Source: an optimization exercise on an open RTL-to-GDS flow (aim: small area, a short achievable clock period and few clock cycles). Production flows keep margins and buffers that such runs may drop.
Only simulation tests tie the RTL to the original design; equivalence was not proved.

==> design/flow/design.v <==
module twb #(parameter RW = 14, parameter PW = 20) (
    input  signed [RW-1:0] r1,
    input  signed [RW-1:0] r2,
    input  ben, bneg, cen, cneg, den, e16, e32, fen, f8, fneg,
    input  [2:0] kr,
    input  [2:0] ki,
    output [PW-1:0] sr, cr,
    output [PW-1:0] si, ci
);
wire signed [PW-1:0] x1 = r1, x2 = r2;
wire fpos = ~fneg;
wire [PW-1:0] a1 = {x1[PW-7:0], 3'b000, kr};
wire [PW-1:0] a2 = {x2[PW-7:0], 3'b000, ki};
wire [PW-1:0] b1 = ({PW{ben}} & x1) ^ {PW{bneg}};
wire [PW-1:0] b2 = ({PW{ben}} & x2) ^ {PW{bneg}};
wire [PW-1:0] c1 = ({PW{cen}} & (x1 <<< 2)) ^ {PW{cneg}};
wire [PW-1:0] c2 = ({PW{cen}} & (x2 <<< 2)) ^ {PW{cneg}};
wire [PW-1:0] d1 = ({PW{den}} & (x1 <<< 4)) ^ {PW{den}};
wire [PW-1:0] d2 = ({PW{den}} & (x2 <<< 4)) ^ {PW{den}};
wire [PW-1:0] e1 = ({PW{e16}} & (x1 <<< 4)) | ({PW{e32}} & (x1 <<< 5));
wire [PW-1:0] e2 = ({PW{e16}} & (x2 <<< 4)) | ({PW{e32}} & (x2 <<< 5));
wire [PW-1:0] g1 = {PW{fen}} & (f8 ? (x1 <<< 3) : (x1 <<< 2));
wire [PW-1:0] g2 = {PW{fen}} & (f8 ? (x2 <<< 3) : (x2 <<< 2));
csa6 #(.W(PW)) ur (.t1(a1), .t2(b1), .t3(c1), .t4(d1), .t5(e2), .t6(g2 ^ {PW{fneg}}), .s(sr), .c(cr));
csa6 #(.W(PW)) ui (.t1(a2), .t2(b2), .t3(c2), .t4(d2), .t5(~e1), .t6(g1 ^ {PW{fpos}}), .s(si), .c(ci));
endmodule
module csa6 #(parameter W = 20) (
    input  [W-1:0] t1, t2, t3, t4, t5, t6,
    output [W-1:0] s, c
);
wire [W-1:0] s1 = t1 ^ t2 ^ t3;
wire [W-1:0] c1 = {((t1 & t2) | (t1 & t3) | (t2 & t3)), 1'b0};
wire [W-1:0] s2 = t4 ^ t5 ^ t6;
wire [W-1:0] c2 = {((t4 & t5) | (t4 & t6) | (t5 & t6)), 1'b0};
wire [W-1:0] s3 = s1 ^ c1 ^ s2;
wire [W-1:0] c3 = {((s1 & c1) | (s1 & s2) | (c1 & s2)), 1'b0};
assign s = s3 ^ c3 ^ c2;
assign c = {((s3 & c3) | (s3 & c2) | (c3 & c2)), 1'b0};
endmodule
module FFT(
input clk,
input rst_n,
input in_valid,
input signed [11:0] din_r,
input signed [11:0] din_i,
output out_valid,
output signed [15:0] dout_r,
output signed [15:0] dout_i
);
reg [6:0] cnt;       
reg       ov;
always @(posedge clk or negedge rst_n) begin
    if (!rst_n) begin
        cnt <= 7'd0;
        ov  <= 1'b0;
    end else begin
        if ((cnt != 7'd0 || in_valid) && cnt != 7'd127) cnt <= cnt + 7'd1;
        if (cnt == 7'd56) ov <= 1'b1;
    end
end
assign out_valid = ov;
wire [6:0] i1 = cnt;           
wire [6:0] i2 = cnt - 7'd17;   
wire [6:0] i3 = cnt - 7'd26;   
wire [6:0] i4 = cnt - 7'd31;   
wire [6:0] i5 = cnt - 7'd34;   
wire [6:0] pa = cnt - 7'd35;   
wire [6:0] pb = cnt - 7'd50;   
integer k;
function [15:0] tctl;
    input [2:0] kk;
    case (kk)
        3'd1: tctl = 16'b1100010101_010_010;   
        3'd2: tctl = 16'b1111001111_011_011;   
        3'd3: tctl = 16'b1010101100_001_011;   
        3'd4: tctl = 16'b1011100000_010_100;   
        default: tctl = 16'b0000000000_000_010;  
    endcase
endfunction
wire signed [11:0] xr = din_r, xi = din_i;
reg signed [12:0] d1r [0:15];
reg signed [12:0] d1i [0:15];
wire signed [12:0] t1r = d1r[15], t1i = d1i[15];
wire signed [12:0] s1r = t1r + xr, s1i = t1i + xi;
wire signed [12:0] f1r = t1r - xr, f1i = t1i - xi;
always @(posedge clk) begin
    d1r[0] <= i1[4] ? f1r : {xr[11], xr};
    d1i[0] <= i1[4] ? f1i : {xi[11], xi};
    for (k = 1; k < 16; k = k + 1) begin
        d1r[k] <= d1r[k-1];
        d1i[k] <= d1i[k-1];
    end
end
wire [3:0] m1 = i1[3:0] + 4'd2;
wire signed [12:0] v1r = d1r[13], v1i = d1i[13];
reg signed [13:0] a1r, a1i;
reg [15:0] a1c;
reg a1s;
always @(posedge clk) begin
    case (m1)
        4'd4:  begin a1r <= v1r + v1i; a1i <= v1i - v1r;  end
        4'd5, 4'd6, 4'd7: begin a1r <= -v1r; a1i <= v1i;  end
        4'd8, 4'd9, 4'd10, 4'd11: begin a1r <= v1i; a1i <= -v1r; end
        4'd12: begin a1r <= v1i - v1r; a1i <= -v1r - v1i; end
        4'd13, 4'd14, 4'd15: begin a1r <= -v1i; a1i <= -v1r; end
        default: begin a1r <= v1r; a1i <= v1i; end
    endcase
    case (m1[2:0])
        3'd0: a1c <= tctl(3'd0);
        3'd1, 3'd7: a1c <= tctl(3'd1);
        3'd2, 3'd6: a1c <= tctl(3'd2);
        3'd3, 3'd5: a1c <= tctl(3'd3);
        default: a1c <= tctl(3'd4);
    endcase
    a1s <= m1[2] & (m1[1] | m1[0]);
end
wire [19:0] b1sr, b1cr, b1si, b1ci;
twb #(.RW(14), .PW(20)) tw1 (.r1(a1r), .r2(a1i),
    .ben(a1c[15]), .bneg(a1c[14]), .cen(a1c[13]), .cneg(a1c[12]), .den(a1c[11]),
    .e16(a1c[10]), .e32(a1c[9]), .fen(a1c[8]), .f8(a1c[7]), .fneg(a1c[6]),
    .kr(a1c[5:3]), .ki(a1c[2:0]), .sr(b1sr), .cr(b1cr), .si(b1si), .ci(b1ci));
reg [19:0] q1sr, q1cr, q1si, q1ci;
reg q1s;
always @(posedge clk) begin
    q1sr <= b1sr; q1cr <= b1cr; q1si <= b1si; q1ci <= b1ci;
    q1s <= a1s;
end
wire [19:0] h1r = q1sr + q1cr, h1i = q1si + q1ci;
wire signed [19:0] p1r = q1s ? h1i : h1r;
wire signed [19:0] p1i = q1s ? h1r : h1i;
reg signed [19:0] o1r, o1i;
always @(posedge clk) begin
    o1r <= i1[4] ? {s1r[12], s1r, 6'd0} : p1r;
    o1i <= i1[4] ? {s1i[12], s1i, 6'd0} : p1i;
end
reg signed [20:0] d2r [0:7];
reg signed [20:0] d2i [0:7];
wire signed [20:0] t2r = d2r[7], t2i = d2i[7];
wire signed [20:0] s2r = t2r + o1r, s2i = t2i + o1i;
wire signed [20:0] f2r = t2r - o1r, f2i = t2i - o1i;
always @(posedge clk) begin
    d2r[0] <= i2[3] ? f2r : o1r;
    d2i[0] <= i2[3] ? f2i : o1i;
    for (k = 1; k < 8; k = k + 1) begin
        d2r[k] <= d2r[k-1];
        d2i[k] <= d2i[k-1];
    end
end
wire [2:0] m2 = i2[2:0] + 3'd2;
wire signed [20:0] v2r = d2r[5], v2i = d2i[5];
reg signed [21:0] a2r, a2i;
reg [15:0] a2c;
reg a2s;
always @(posedge clk) begin
    case (m2)
        3'd2: begin a2r <= v2r + v2i; a2i <= v2i - v2r; end
        3'd3: begin a2r <= -v2r;      a2i <= v2i;       end
        3'd4, 3'd5: begin a2r <= v2i; a2i <= -v2r;      end
        3'd6: begin a2r <= v2i - v2r; a2i <= -v2r - v2i; end
        3'd7: begin a2r <= -v2i;      a2i <= -v2r;      end
        default: begin a2r <= v2r;    a2i <= v2i;       end
    endcase
    case (m2[1:0])
        2'd0: a2c <= tctl(3'd0);
        2'd2: a2c <= tctl(3'd4);
        default: a2c <= tctl(3'd2);
    endcase
    a2s <= m2[1] & m2[0];
end
wire [26:0] b2sr, b2cr, b2si, b2ci;
twb #(.RW(22), .PW(27)) tw2 (.r1(a2r), .r2(a2i),
    .ben(a2c[15]), .bneg(a2c[14]), .cen(a2c[13]), .cneg(a2c[12]), .den(a2c[11]),
    .e16(a2c[10]), .e32(a2c[9]), .fen(a2c[8]), .f8(a2c[7]), .fneg(a2c[6]),
    .kr(a2c[5:3]), .ki(a2c[2:0]), .sr(b2sr), .cr(b2cr), .si(b2si), .ci(b2ci));
wire [6:0] l2r = b2sr[5:0] + b2cr[5:0], l2i = b2si[5:0] + b2ci[5:0];
reg [20:0] q2sr, q2cr, q2si, q2ci;
reg q2lr, q2li, q2s;
always @(posedge clk) begin
    q2sr <= b2sr[26:6]; q2cr <= b2cr[26:6]; q2si <= b2si[26:6]; q2ci <= b2ci[26:6];
    q2lr <= l2r[6]; q2li <= l2i[6];
    q2s <= a2s;
end
wire [20:0] h2r = q2sr + q2cr + q2lr, h2i = q2si + q2ci + q2li;
wire signed [20:0] p2r = q2s ? h2i : h2r;
wire signed [20:0] p2i = q2s ? h2r : h2i;
reg signed [20:0] o2r, o2i;
always @(posedge clk) begin
    o2r <= i2[3] ? s2r : p2r;
    o2i <= i2[3] ? s2i : p2i;
end
reg signed [21:0] d3r [0:3];
reg signed [21:0] d3i [0:3];
wire signed [21:0] t3r = d3r[3], t3i = d3i[3];
wire signed [21:0] s3r = t3r + o2r, s3i = t3i + o2i;
wire signed [21:0] f3r = t3r - o2r, f3i = t3i - o2i;
always @(posedge clk) begin
    d3r[0] <= i3[2] ? f3r : o2r;
    d3i[0] <= i3[2] ? f3i : o2i;
    for (k = 1; k < 4; k = k + 1) begin
        d3r[k] <= d3r[k-1];
        d3i[k] <= d3i[k-1];
    end
end
wire [1:0] m3 = i3[1:0] + 2'd1;
wire signed [21:0] v3r = d3r[2], v3i = d3i[2];
reg signed [22:0] a3r, a3i;
reg a3k;
always @(posedge clk) begin
    case (m3)
        2'd1: begin a3r <= v3r + v3i; a3i <= v3i - v3r; end
        2'd2: begin a3r <= v3i;       a3i <= -v3r;      end
        2'd3: begin a3r <= v3i - v3r; a3i <= -v3r - v3i; end
        default: begin a3r <= v3r;    a3i <= v3i;       end
    endcase
    a3k <= m3[0];
end
wire signed [27:0] x3r = a3r, x3i = a3i;
wire [27:0] h3r = (x3r <<< 6) + ({28{a3k}} & (x3r - (x3r <<< 2) - (x3r <<< 4)));
wire [27:0] h3i = (x3i <<< 6) + ({28{a3k}} & (x3i - (x3i <<< 2) - (x3i <<< 4)));
reg signed [21:0] o3r, o3i;
always @(posedge clk) begin
    o3r <= i3[2] ? s3r : h3r[27:6];
    o3i <= i3[2] ? s3i : h3i[27:6];
end
reg signed [21:0] d4r [0:1];
reg signed [21:0] d4i [0:1];
wire signed [21:0] t4r = d4r[1], t4i = d4i[1];
wire signed [21:0] s4r = t4r + o3r, s4i = t4i + o3i;
wire signed [21:0] f4r = t4r - o3r, f4i = t4i - o3i;
reg signed [21:0] o4r, o4i;
always @(posedge clk) begin
    d4r[0] <= i4[1] ? f4r : o3r;
    d4i[0] <= i4[1] ? f4i : o3i;
    d4r[1] <= d4r[0];
    d4i[1] <= d4i[0];
    o4r <= i4[1] ? s4r : (i4[0] ? t4i : t4r);
    o4i <= i4[1] ? s4i : (i4[0] ? -t4r : t4i);
end
reg signed [21:0] d5r, d5i;
wire signed [21:0] s5r = d5r + o4r, s5i = d5i + o4i;
wire signed [21:0] f5r = d5r - o4r, f5i = d5i - o4i;
always @(posedge clk) begin
    d5r <= i5[0] ? f5r : o4r;
    d5i <= i5[0] ? f5i : o4i;
end
wire [31:0] o5 = i5[0] ? {s5r[21:6], s5i[21:6]} : {d5r[21:6], d5i[21:6]};
reg [31:0] ba [0:14];
wire sela = pa[4] & ~pa[0];
wire [31:0] outa = sela ? o5 : ba[14];
always @(posedge clk) begin
    ba[0] <= sela ? ba[14] : o5;
    for (k = 1; k < 15; k = k + 1) ba[k] <= ba[k-1];
end
reg [31:0] bb [0:5];
wire selb = pb[3] & ~pb[1];
wire [31:0] outb = selb ? outa : bb[5];
always @(posedge clk) begin
    bb[0] <= selb ? bb[5] : outa;
    for (k = 1; k < 6; k = k + 1) bb[k] <= bb[k-1];
end
reg [31:0] dout;
always @(posedge clk) dout <= outb;
assign dout_r = dout[31:16];
assign dout_i = dout[15:0];
endmodule
==> design/flow/run.sh <==
#!/bin/bash
# synth_recipe.tcl (not shown) runs the flow's synth.tcl, then flattens the netlist and writes it again
# the make line also repeats each setting of config.mk as NAME=value (left out here)
make -C /OpenROAD-flow-scripts/flow DESIGN_CONFIG=/design/flow/config.mk WORK_HOME=/design/flow/orfs CLKGATE_MAP_FILE= SYNTH_SCRIPT=/design/flow/synth_recipe.tcl finish
==> design/flow/config.mk <==
export PLATFORM = sky130hd
export DESIGN_NAME = FFT
export DESIGN_NICKNAME = FFT
export VERILOG_FILES = /design/flow/design.v
export SDC_FILE = /design/flow/constraint.sdc
export NUM_CORES = 4
export LEC_CHECK = 0
export CAP_MARGIN = 20
export CORE_MARGIN = 2
export CORE_UTILIZATION = 40
export SLEW_MARGIN = 20
==> design/flow/constraint.sdc <==
create_clock -name core_clock -period 12.0 [get_ports {clk}]
set_input_delay 2.4000 -clock core_clock [delete_from_list [all_inputs] [get_ports {clk}]]
set_output_delay 2.4000 -clock core_clock [all_outputs]
set_load 0.01 [all_outputs]
==> parameters.txt <==
Parameter                              Value

Final layout
  Final standard cell utilization of the core    45.0%
  Post-layout nets    11,646
  Post-route design area    0.114 mm2
  Post-synthesis to final-layout area growth    11.9%
  Number of filler cells placed in the layout    23,688
  Most frequent cells in the layout    2,230 x dfxtp_1, 1,011 x inv_1, 832 x nand2_1
  Most common cell after layout, fill and taps aside    dfxtp_1
  Share of final-layout standard cells stronger than drive strength 1    5.45%

Critical path
  Origin of the worst setup path    a3i[5]$_DFF_P_
  End of the critical path    o3i[21]$_DFF_P_
  Worst Reg-to-Reg Cells    21
  Data required time at the worst endpoint    12.71 ns
  Critical path data arrival time    6.55 ns
  Critical Path Sink Type    flop
  Worst R2R End    o3i[21]$_DFF_P_
  Highest fanout seen on the critical path    5
  Category of the critical setup timing path    reg -> reg
  RR Startpoint    a3i[5]$_DFF_P_
  Worst setup SP type    flop

Synth
  Unique cell type count in the Yosys netlist    93
  Primary flip-flop cell chosen by synthesis mapping    dfxtp_1
  Xor/xnor cell area share of the yosys netlist    6.80%
  Number of warnings reported in the yosys synthesis log    11
  Share of synthesized area spent on multiplexers    1.56%
  Post-Synthesis Net Count    11,663
  Synth async-reset ratio    0.357%
  Combinational family with the most area after synthesis    adder cells
  Fraction of the yosys area taken by sequential cells    44.0%
  Share of synthesized cell area in and, or, nand and nor gates    11.5%
  Synth Register Bits    2,243
  Adder-Cell Fraction of Synth Area    17.1%
  Avg Synthesized Cell Area    9.74 um2
  Synthesized instance count    10,473
  Summed instance area of the synthesized netlist    0.102 mm2
  Post-synth EDFFs    0
  Fraction of the mapped netlist area in compound gates    13.9%

Route
  Final antenna-violating net count    0
  Via count normalized by instance count    5.17
  Total number of vias    72,432
  Initial DRC count    5,399
  Aggregate routed wire length    274,000 um
  Routed length per placed instance    19.5 um
  Number of search-and-repair iterations in the first detailed-routing pass    7
  Post-route DRC    0

Global route
  Via count of the first global-routing pass    71,977
  Antenna violations before repair    12
  Total Routing Usage GR    20.7%
  Global-route wire length before repair    419,000 um
  Largest net degree at the start of global routing    103
  Gr ovfl total    0

Placement
  I/O Buffers    59
  DPL Wire Length    210,000 um
  Placed Area    0.106 mm2
  Setup slack at placement    6.15 ns
  Last weighted congestion value of the routability-driven placer    0.931

STA
  Final-report setup violation count    0
  Transition time at the pin with the least slew margin    1.15 ns
  Post-route worst setup slack    6.16 ns
  Crit path time final    5.84 ns
  Final hold viol count    0
  Share of the clock period used by the worst path after layout    48.7%
  Max-slew violation total from the final report    0
  Clock skew after layout    0.0621 ns
  Unrepaired setup endpoints after global routing    no
  Post-route setup TNS    0 ns
  Fmax    171 MHz
  Worst slew margin relative to its limit    22.8%

Clock network
  Post-cts resize count    0
  Source-to-sink clock delay at the later pin of the worst-skew pair    0.89 ns
  Max H-tree Level    4
  Clock sink count    2,243
  Total clock buffers created by CTS    232
  Buffers inserted during post-CTS setup optimization    0
  Clock Path Buffers    4
  Clock tree from TritonCTS    done
  Clock slew seen by the registers of the worst setup and hold paths    0.06 ns
  # hold bufs at CTS    0
  Clock root cell    clkbuf_16

Status
  Status  timing/DRC/antenna clean

Floorplan
  Starting density of the core    40.2%
  Site Rows    185
  I/O pin count    60
  Area of the core    0.254 mm2
  Die extent in y    509 um
  Die Wd    509 um
  Full die area    0.259 mm2

Run
  Max-cap violations    0

Min path
  Type of the worst min-delay path    reg -> reg
==> metal layers <==
layer / share of wire, % / vias to the layer above / GRT usage [%]
li1: - / 35092 / -
met3: 5.1 / 483 / 2.76
met2: 48 / 1961 / 35.4
met5: 0.015 / - / 0
met4: 3.9 / 6 / 7.85
met1: 43 / 34890 / 26.3
==> how the worst min path moves through the flow <==
| stage | from | to | slack (ns) | cells past startpoint |
|---|---|---|---|---|
| detailed placement | a2s$_DFF_P_ | q2s$_DFF_P_ | 0.31 | 0 |
| CTS | d4r[0][10]$_DFF_P_ | d4r[1][10]$_DFF_P_ | 0.29 | 0 |
| global placement | d4r[0][1]$_DFF_P_ | d4r[1][1]$_DFF_P_ | 0.31 | 0 |
| global route | bb[1][30]$_DFF_P_ | bb[2][30]$_DFF_P_ | 0.30 | 0 |
| finish | d4r[0][10]$_DFF_P_ | d4r[1][10]$_DFF_P_ | 0.29 | 0 |
| floorplan | ba[9][0]$_DFF_P_ | ba[10][0]$_DFF_P_ | 0.31 | 0 |
==> registers in the layout (all words and copies together), names as in the netlist, 22 cells and up <==
| name | flops |
|---|---|
| ba | 480 |
| d1i | 208 |
| d4r | 44 |
| d2r | 168 |
| d2i | 168 |
| bb | 192 |
| a3i | 23 |
| d5r | 22 |
| d3i | 88 |
| d3r | 88 |
| o4i | 22 |
| o4r | 22 |
| o3r | 22 |
| dout | 32 |
| d5i | 22 |
| a2r | 22 |
| a2i | 22 |
| d4i | 44 |
| d1r | 208 |
| a3r | 23 |
| o3i | 22 |
==> critical path: stages (launching register included) <==
cell and delay (ns):
dfxtp_1 0.38, inv_1 0.11, fa_1 0.48, ha_1 0.35, a21o_1 0.18, a2111oi_0 0.56
a211oi_1 0.29, o31a_1 0.33, a21oi_1 0.25, xnor2_1 0.16, nor2_1 0.06, ha_1 0.37
a21o_1 0.20, a21o_1 0.18, a2111oi_0 0.67, o211a_1 0.30, o21ai_0 0.19, nand4_1 0.14
a41oi_1 0.12, xnor2_1 0.20, xnor2_1 0.14, mux2i_1 0.08
==> logic make-up (layout without fill, tap and decap cells) <==
logic type | Yosys count | in the layout
adder cells (fa/ha/maj) | 1163 | 1163
multiplexers | 155 | 155
buffers and inverters | 1391 | 1557
flip-flops | 2243 | 2243
AO/OA/AOI/OAI | 2205 | 2205
other | 0 | 3
XOR/XNOR | 791 | 791
AND/OR/NAND/NOR | 2525 | 2525
==> per-stage QoR <==
step	hold WS (ns)	instances
after CTS	0.292	14005
final	0.288	14008
after detailed placement	0.312	13588
after global routing	0.304	14008
after floorplan	0.310	10473
after global placement	0.309	13587
==> cells in the mapped netlist, drive strengths merged (15+ instances only) <==
cell     count  share of area (%)
dfxtp     2235                 44
inv       1015                3.7
nand2      833                3.1
ha         774                9.5
nor2       711                2.6
a21oi      599                2.9
o21ai      554                2.7
xnor2      543                4.7
fa         389                7.6
clkbuf     312                1.1
xor2       247                2.1
nor3       204                1.0
nor2b      149               0.91
a21o       133               0.98
mux2i      126                1.2
a211oi     123               0.91
nand3      121               0.59
nand2b     106               0.65
o21bai     102               0.75
or3         94               0.60
and2        74               0.45
o31ai       74               0.55
a31oi       68               0.42
buf         61               0.23
a22oi       58               0.43
o21a        57               0.42
and3        55               0.34
o211ai      48               0.35
a221oi      40               0.35
a222oi      37               0.36
nor4        36               0.23
or2         35               0.21
nand4       30               0.18
mux2        29               0.32
a21boi      28               0.21
nor3b       27               0.20
a2111oi     25               0.22
o31a        24               0.21
o22ai       23               0.14
o41ai       21               0.18
or4         20               0.15
o311ai      19               0.16
o221ai      15               0.13
==> layout make-up <==
type                            instances  area (um2)  area share (%)
Clock inverter                        108        1590            1.39
Multi-Input combinational cell       6839       52000            45.5
Sequential cell                      2243       45000            39.4
Tap cell                             3366        4210            3.69
Clock buffer                          309        6550            5.73
Inverter                             1018        3820            3.35
Antenna cell                            3        7.51         0.00657
Timing Repair Buffer                  122        1060           0.931
Testbench counts, summed over its fixed seeds: cycles 22,528.

separate check: timing with driven ports:
How much do the figures lean on ideal ports? The routed layout below was timed once more, with nothing changed but the port constraints.
Step 1, drivers: a clkbuf_16 drives clk and a buf_2 each remaining input, both assumed.
Step 2 also shifts input and output timing later by t, the mid clock arrival at the registers, as if the neighbouring blocks saw the same clock.
Slacks: no drivers / after step 1 / after step 2; pairs: no drivers / after step 1.
t (ns): 0.954
slack for setup (ns): 6.158 / 6.158 / 6.158
latest minus earliest clock arrival (ns): 0.073 / 0.073
worst register clock-pin slew, ns: 0.07 / 0.07
worst data-port slew with drivers (ns): 0.09
After both steps this run still meets setup and hold. The setup slack of this run moves by 0.000 ns with the drivers and by 0.000 ns with both steps.
